Source: an optimization exercise on an open RTL-to-GDS flow (aim: small area). Production flows keep margins and buffers that such runs may drop. Only simulation tests tie the RTL to the original design; equivalence was not proved. No driver is modelled on the clock port, so clock power and skew are understated where the tree is cut down; a real chip needs a root buffer or a tree. No activity file was given, so power comes from the tool's default toggle rates.

==> v19 <==
## formula
module formula # (
	parameter LEN = 8
) (
	input                         clk,
	input                         rst,
	input  signed [    LEN - 1:0] a,
	input  signed [    LEN - 1:0] b,
	input  signed [    LEN - 1:0] c,
	input  signed [    LEN - 1:0] d,
	input                         input_vld,
	output signed [3 * LEN - 1:0] res,
	output                        res_overflow,
	output                        output_vld
);
==> flow/config.mk <==
export PLATFORM = sky130hd
export DESIGN_NAME = formula
export DESIGN_NICKNAME = formula
export VERILOG_FILES = /design/flow/design.v
export SDC_FILE = /design/flow/constraint.sdc
export NUM_CORES = 4
export LEC_CHECK = 0
export CAP_MARGIN = 0
export CORE_MARGIN = 2
export CORE_UTILIZATION = 40
export GPL_TIMING_DRIVEN = 0
export SLEW_MARGIN = 0
export SYNTH_HIERARCHICAL = 1
==> flow/constraint.sdc <==
create_clock -name core_clock -period 6.0 [get_ports {clk}]
set_input_delay 1.2000 -clock core_clock [delete_from_list [all_inputs] [get_ports {clk}]]
set_output_delay 1.2000 -clock core_clock [all_outputs]
set_load 0.01 [all_outputs]
standard.sh (not shown) runs the stock make flow with config.mk's settings and CLKGATE_MAP_FILE= SYNTH_SCRIPT=/design/flow/synth_recipe.tcl, a recipe that flattens the netlist after the stock synthesis.
==> flow/flow/run.sh <==
#!/bin/bash
# The standard layout (the standard.sh) with these ORFS settings:
# synthesis buffers removed at floorplan, the smallest buffer on each port,
# and a hand-built one-level clock tree of four buffers (flow/manual_cts.tcl) in place of CTS.
set -e
here=$(pwd)
bash standard.sh REMOVE_ABC_BUFFERS=1 BUFFER_PORTS_ARGS="-buffer_cell sky130_fd_sc_hd__buf_1" \
  PRE_CTS_TCL=$here/flow/manual_cts.tcl finish > standard.log 2>&1
Other scripts of this flow, unchanged in this note and not shown: flow/flow/manual_cts.tcl
==> v18 (differences from v19) <==
--- a/flow/design.v
+++ b/flow/design.v
@@ -200,13 +200,11 @@
 	wire s134, c134;
 	wire s135, c135;
 	wire s136, c136;
 	wire s137, c137;
 	wire s138, c138;
-	wire s139, c139;
-	wire s140, c140;
-	wire s141;
+	wire s139;
 	assign bt40 = nx1[1] | ~nx1[0];
 	nor_bit u41 (.a(nx1[0]), .b(ny1[0]), .y(pp41));
 	nor_bit u42 (.a(nx1[1]), .b(pp41), .y(pp42));
 	booth_ppxn u43 (.n1(nx1[0]), .n2(bt40), .ny0(ny1[1]), .ny1(ny1[0]), .h(nx1[1]), .p(pp43));
 	booth_ppxn u44 (.n1(nx1[0]), .n2(bt40), .ny0(ny1[2]), .ny1(ny1[1]), .h(nx1[1]), .p(pp44));
@@ -289,39 +287,37 @@
 	or_bit u118b (.a(pp64), .b(pp75), .y(c118));
 	fa_bit u119 (.a(pp86), .b(c115), .ci(s118), .s(s119), .co(c119));
 	fa_bit u120 (.a(c116), .b(s119), .ci(c117), .s(s120), .co(c120));
 	fa_bit u121 (.a(pp65), .b(pp76), .ci(pp87), .s(s121), .co(c121));
 	fa_bit u122 (.a(c118), .b(s121), .ci(c119), .s(s122), .co(c122));
-	xnor_bit u123a (.a(pp77), .b(pp88), .y(s123));
-	or_bit u123b (.a(pp77), .b(pp88), .y(c123));
-	fa_bit u124 (.a(c121), .b(s123), .ci(c122), .s(s124), .co(c124));
-	fa_bit u125 (.a(pp78), .b(pp89), .ci(c123), .s(s125), .co(c125));
-	xnor_bit u126a (.a(pp90), .b(c125), .y(s126));
-	or_bit u126b (.a(pp90), .b(c125), .y(c126));
-	ha_bit u127 (.a(pp42), .b(pp43), .s(s127), .co(c127));
-	fa_bit u128 (.a(pp54), .b(s92), .ci(c127), .s(s128), .co(c128));
-	ha_bit u129 (.a(s94), .b(c128), .s(s129), .co(c129));
-	fa_bit u130 (.a(c94), .b(s96), .ci(c129), .s(s130), .co(c130));
-	ha_bit u131 (.a(s99), .b(c130), .s(s131), .co(c131));
-	fa_bit u132 (.a(c99), .b(s102), .ci(c131), .s(s132), .co(c132));
-	ha_bit u133 (.a(s106), .b(c132), .s(s133), .co(c133));
-	ha_bit u134 (.a(s110), .b(c133), .s(s134), .co(c134));
-	fa_bit u135 (.a(s114), .b(c110), .ci(c134), .s(s135), .co(c135));
-	fa_bit u136 (.a(s117), .b(c114), .ci(c135), .s(s136), .co(c136));
-	ha_bit u137 (.a(s122), .b(c120), .s(s137), .co(c137));
-	ha_bit u138 (.a(s124), .b(c137), .s(s138), .co(c138));
-	fa_bit u139 (.a(s125), .b(c124), .ci(c138), .s(s139), .co(c139));
-	ha_bit u140 (.a(s126), .b(c139), .s(s140), .co(c140));
-	assign s141 = pp91 ^ c126 ^ c140;
+	fa_bit u123 (.a(pp77), .b(pp88), .ci(c121), .s(s123), .co(c123));
+	fa_bit u124 (.a(pp78), .b(pp89), .ci(c123), .s(s124), .co(c124));
+	ha_bit u125 (.a(pp42), .b(pp43), .s(s125), .co(c125));
+	fa_bit u126 (.a(pp54), .b(s92), .ci(c125), .s(s126), .co(c126));
+	ha_bit u127 (.a(s94), .b(c126), .s(s127), .co(c127));
+	fa_bit u128 (.a(c94), .b(s96), .ci(c127), .s(s128), .co(c128));
+	ha_bit u129 (.a(s99), .b(c128), .s(s129), .co(c129));
+	fa_bit u130 (.a(c99), .b(s102), .ci(c129), .s(s130), .co(c130));
+	ha_bit u131 (.a(s106), .b(c130), .s(s131), .co(c131));
+	ha_bit u132 (.a(s110), .b(c131), .s(s132), .co(c132));
+	fa_bit u133 (.a(s114), .b(c110), .ci(c132), .s(s133), .co(c133));
+	fa_bit u134 (.a(s117), .b(c114), .ci(c133), .s(s134), .co(c134));
+	ha_bit u135 (.a(s122), .b(c120), .s(s135), .co(c135));
+	fa_bit u136 (.a(s123), .b(c122), .ci(c135), .s(s136), .co(c136));
+	ha_bit u137 (.a(s124), .b(c136), .s(s137), .co(c137));
+	fa_bit u138 (.a(pp90), .b(c124), .ci(c137), .s(s138), .co(c138));
+	assign s139 = pp91 ^ c138;
 	logic [16:0] s2;
 	always_ff @(posedge clk)
-		s2  <= ({s141, s140, s139, s138, s137, s120, s136, s135, s134, s133, s132, s131, s130, s129, s128, s127, pp41} | {1'b0, {3{ov1}}, 13'd0}) & {~ov1, 16'hffff};
+		s2  <= ({s139, s138, s137, s136, s135, s120, s134, s133, s132, s131, s130, s129, s128, s127, s126, s125, pp41} | ({17{ov1}} & 17'h04000)) & ~({17{ov1}} & 17'h1a000);
 	logic [0:0] bc2;
 	always_ff @(posedge clk)
-		bc2 <= {c136} & {1{~ov1}};
-	wire sg142;
-	wire k143;
+		bc2 <= {c134} & {1{~ov1}};
+	wire sg140;
+	wire k141;
+	wire s142, c142;
+	wire s143, c143;
 	wire s144, c144;
 	wire s145, c145;
 	wire s146, c146;
 	wire s147, c147;
 	wire s148, c148;
@@ -331,34 +327,34 @@
 	wire s152, c152;
 	wire s153, c153;
 	wire s154, c154;
 	wire s155, c155;
 	wire s156, c156;
-	wire s157, c157;
-	wire s158, c158;
-	wire s159;
-	assign sg142 = s2[16] ^ (s2[15] & (s2[14] & (s2[13] & (s2[12] & (s2[11] & bc2[0])))));
-	assign k143 = s2[0] & sg142;
-	ha_bit u144 (.a(s2[1]), .b(k143), .s(s144), .co(c144));
-	ha_bit u145 (.a(s2[2]), .b(c144), .s(s145), .co(c145));
-	ha_bit u146 (.a(s2[3]), .b(c145), .s(s146), .co(c146));
-	ha_bit u147 (.a(s2[4]), .b(c146), .s(s147), .co(c147));
-	ha_bit u148 (.a(s2[5]), .b(c147), .s(s148), .co(c148));
-	ha_bit u149 (.a(s2[6]), .b(c148), .s(s149), .co(c149));
-	ha_bit u150 (.a(s2[7]), .b(c149), .s(s150), .co(c150));
-	ha_bit u151 (.a(s2[8]), .b(c150), .s(s151), .co(c151));
-	ha_bit u152 (.a(s2[9]), .b(c151), .s(s152), .co(c152));
-	ha_bit u153 (.a(s2[10]), .b(c152), .s(s153), .co(c153));
-	fa_bit u154 (.a(s2[11]), .b(c153), .ci(bc2[0]), .s(s154), .co(c154));
-	ha_bit u155 (.a(s2[12]), .b(c154), .s(s155), .co(c155));
-	ha_bit u156 (.a(s2[13]), .b(c155), .s(s156), .co(c156));
-	ha_bit u157 (.a(s2[14]), .b(c156), .s(s157), .co(c157));
-	ha_bit u158 (.a(s2[15]), .b(c157), .s(s158), .co(c158));
-	assign s159 = s2[16] ^ c158;
+	wire s157;
+	assign sg140 = (s2[16] ^ (s2[15] | (s2[14] & (s2[13] | (s2[12] & (s2[11] & bc2[0]))))));
+	assign k141 = s2[0] & sg140;
+	ha_bit u142 (.a(s2[1]), .b(k141), .s(s142), .co(c142));
+	ha_bit u143 (.a(s2[2]), .b(c142), .s(s143), .co(c143));
+	ha_bit u144 (.a(s2[3]), .b(c143), .s(s144), .co(c144));
+	ha_bit u145 (.a(s2[4]), .b(c144), .s(s145), .co(c145));
+	ha_bit u146 (.a(s2[5]), .b(c145), .s(s146), .co(c146));
+	ha_bit u147 (.a(s2[6]), .b(c146), .s(s147), .co(c147));
+	ha_bit u148 (.a(s2[7]), .b(c147), .s(s148), .co(c148));
+	ha_bit u149 (.a(s2[8]), .b(c148), .s(s149), .co(c149));
+	ha_bit u150 (.a(s2[9]), .b(c149), .s(s150), .co(c150));
+	ha_bit u151 (.a(s2[10]), .b(c150), .s(s151), .co(c151));
+	fa_bit u152 (.a(s2[11]), .b(c151), .ci(bc2[0]), .s(s152), .co(c152));
+	ha_bit u153 (.a(s2[12]), .b(c152), .s(s153), .co(c153));
+	xnor_bit u154a (.a(s2[13]), .b(c153), .y(s154));
+	or_bit u154b (.a(s2[13]), .b(c153), .y(c154));
+	ha_bit u155 (.a(s2[14]), .b(c154), .s(s155), .co(c155));
+	xnor_bit u156a (.a(s2[15]), .b(c155), .y(s156));
+	or_bit u156b (.a(s2[15]), .b(c155), .y(c156));
+	assign s157 = s2[16] ^ c156;
 	logic [15:0] r3, r4, r5;
 	always_ff @(posedge clk) begin
-		r3 <= {s159, s158, s157, s156, s155, s154, s153, s152, s151, s150, s149, s148, s147, s146, s145, s144};
+		r3 <= {s157, s156, s155, s154, s153, s152, s151, s150, s149, s148, s147, s146, s145, s144, s143, s142};
 		r4 <= r3;
 		r5 <= r4;
 	end
 	assign output_vld   = vld[4];
 	assign res_overflow = ~r5[15] & r5[14] & r5[13] & r5[12];
--- a/flow/config.mk
+++ b/flow/config.mk
@@ -5,9 +5,9 @@
 export SDC_FILE = /design/flow/constraint.sdc
 export NUM_CORES = 4
 export LEC_CHECK = 0
 export CAP_MARGIN = 0
 export CORE_MARGIN = 2
-export CORE_UTILIZATION = 40
+export CORE_UTILIZATION = 55
 export GPL_TIMING_DRIVEN = 0
 export SLEW_MARGIN = 0
 export SYNTH_HIERARCHICAL = 1
==> qor summary <==
metric                                                      v18             v19
Run status                                       finished clean  finished clean
Worst reg-to-reg setup slack                            0.53 ns         0.45 ns
Placeable core region                              0.007647 mm2     0.01042 mm2
Fin Clk Skew                                        0.005529 ns     0.008925 ns
Non-filler instance count after layout                      482             519
Detail Route met2 WL                                    2851 um         3243 um
Layout Nets                                                 489             494
Fraction of area in registers                            42.48%          41.88%
Launching instance or port of the critical path          nx1[5]          nx1[3]
Placer congestion estimate                               0.8662          0.8107
Leak pwr                                               1.891 nW        1.909 nW
Global-route met3 utilization                           0.9764%         0.6631%
Worst slack at placement                              0.1558 ns       0.3926 ns
Terminating pin of the worst hold path                    r4[9]           r5[7]
Clock net power                                        0.238 mW        0.243 mW
Min-Delay Startpoint                                      r3[9]           r4[7]
Min Tclk post-route                                    5.471 ns        5.548 ns
No run of this note takes its clock network from TritonCTS; it comes from the design's own scripts or RTL.

[separate check: timing with driven ports]
The flow's constraints put no driver on any port. The routed layouts listed below were extracted and timed again, unchanged, in two steps. Step 1 assumes that a clkbuf_16 drives the clock port and a buf_2 every other input. Step 2 adds t to the input delays and takes it off the output delays; t is the mean of the earliest and latest rising clock arrival at the registers after step 1. Input paths then give back, and output paths get back, about the clock's delay inside the block. Three values: no drivers, after step 1, after step 2; two values: the first two.
run	t, ns	slack for setup (ns)	worst setup path at the end	worst data-port slew with drivers (ns)	pins driven straight from the clock port
v19	0.239	0.452 / 0.452 / 0.452	register to register	0.03	4
v18	0.232	0.529 / 0.529 / 0.529	register to register	0.03	4
After both steps setup and hold are still met in every run listed.
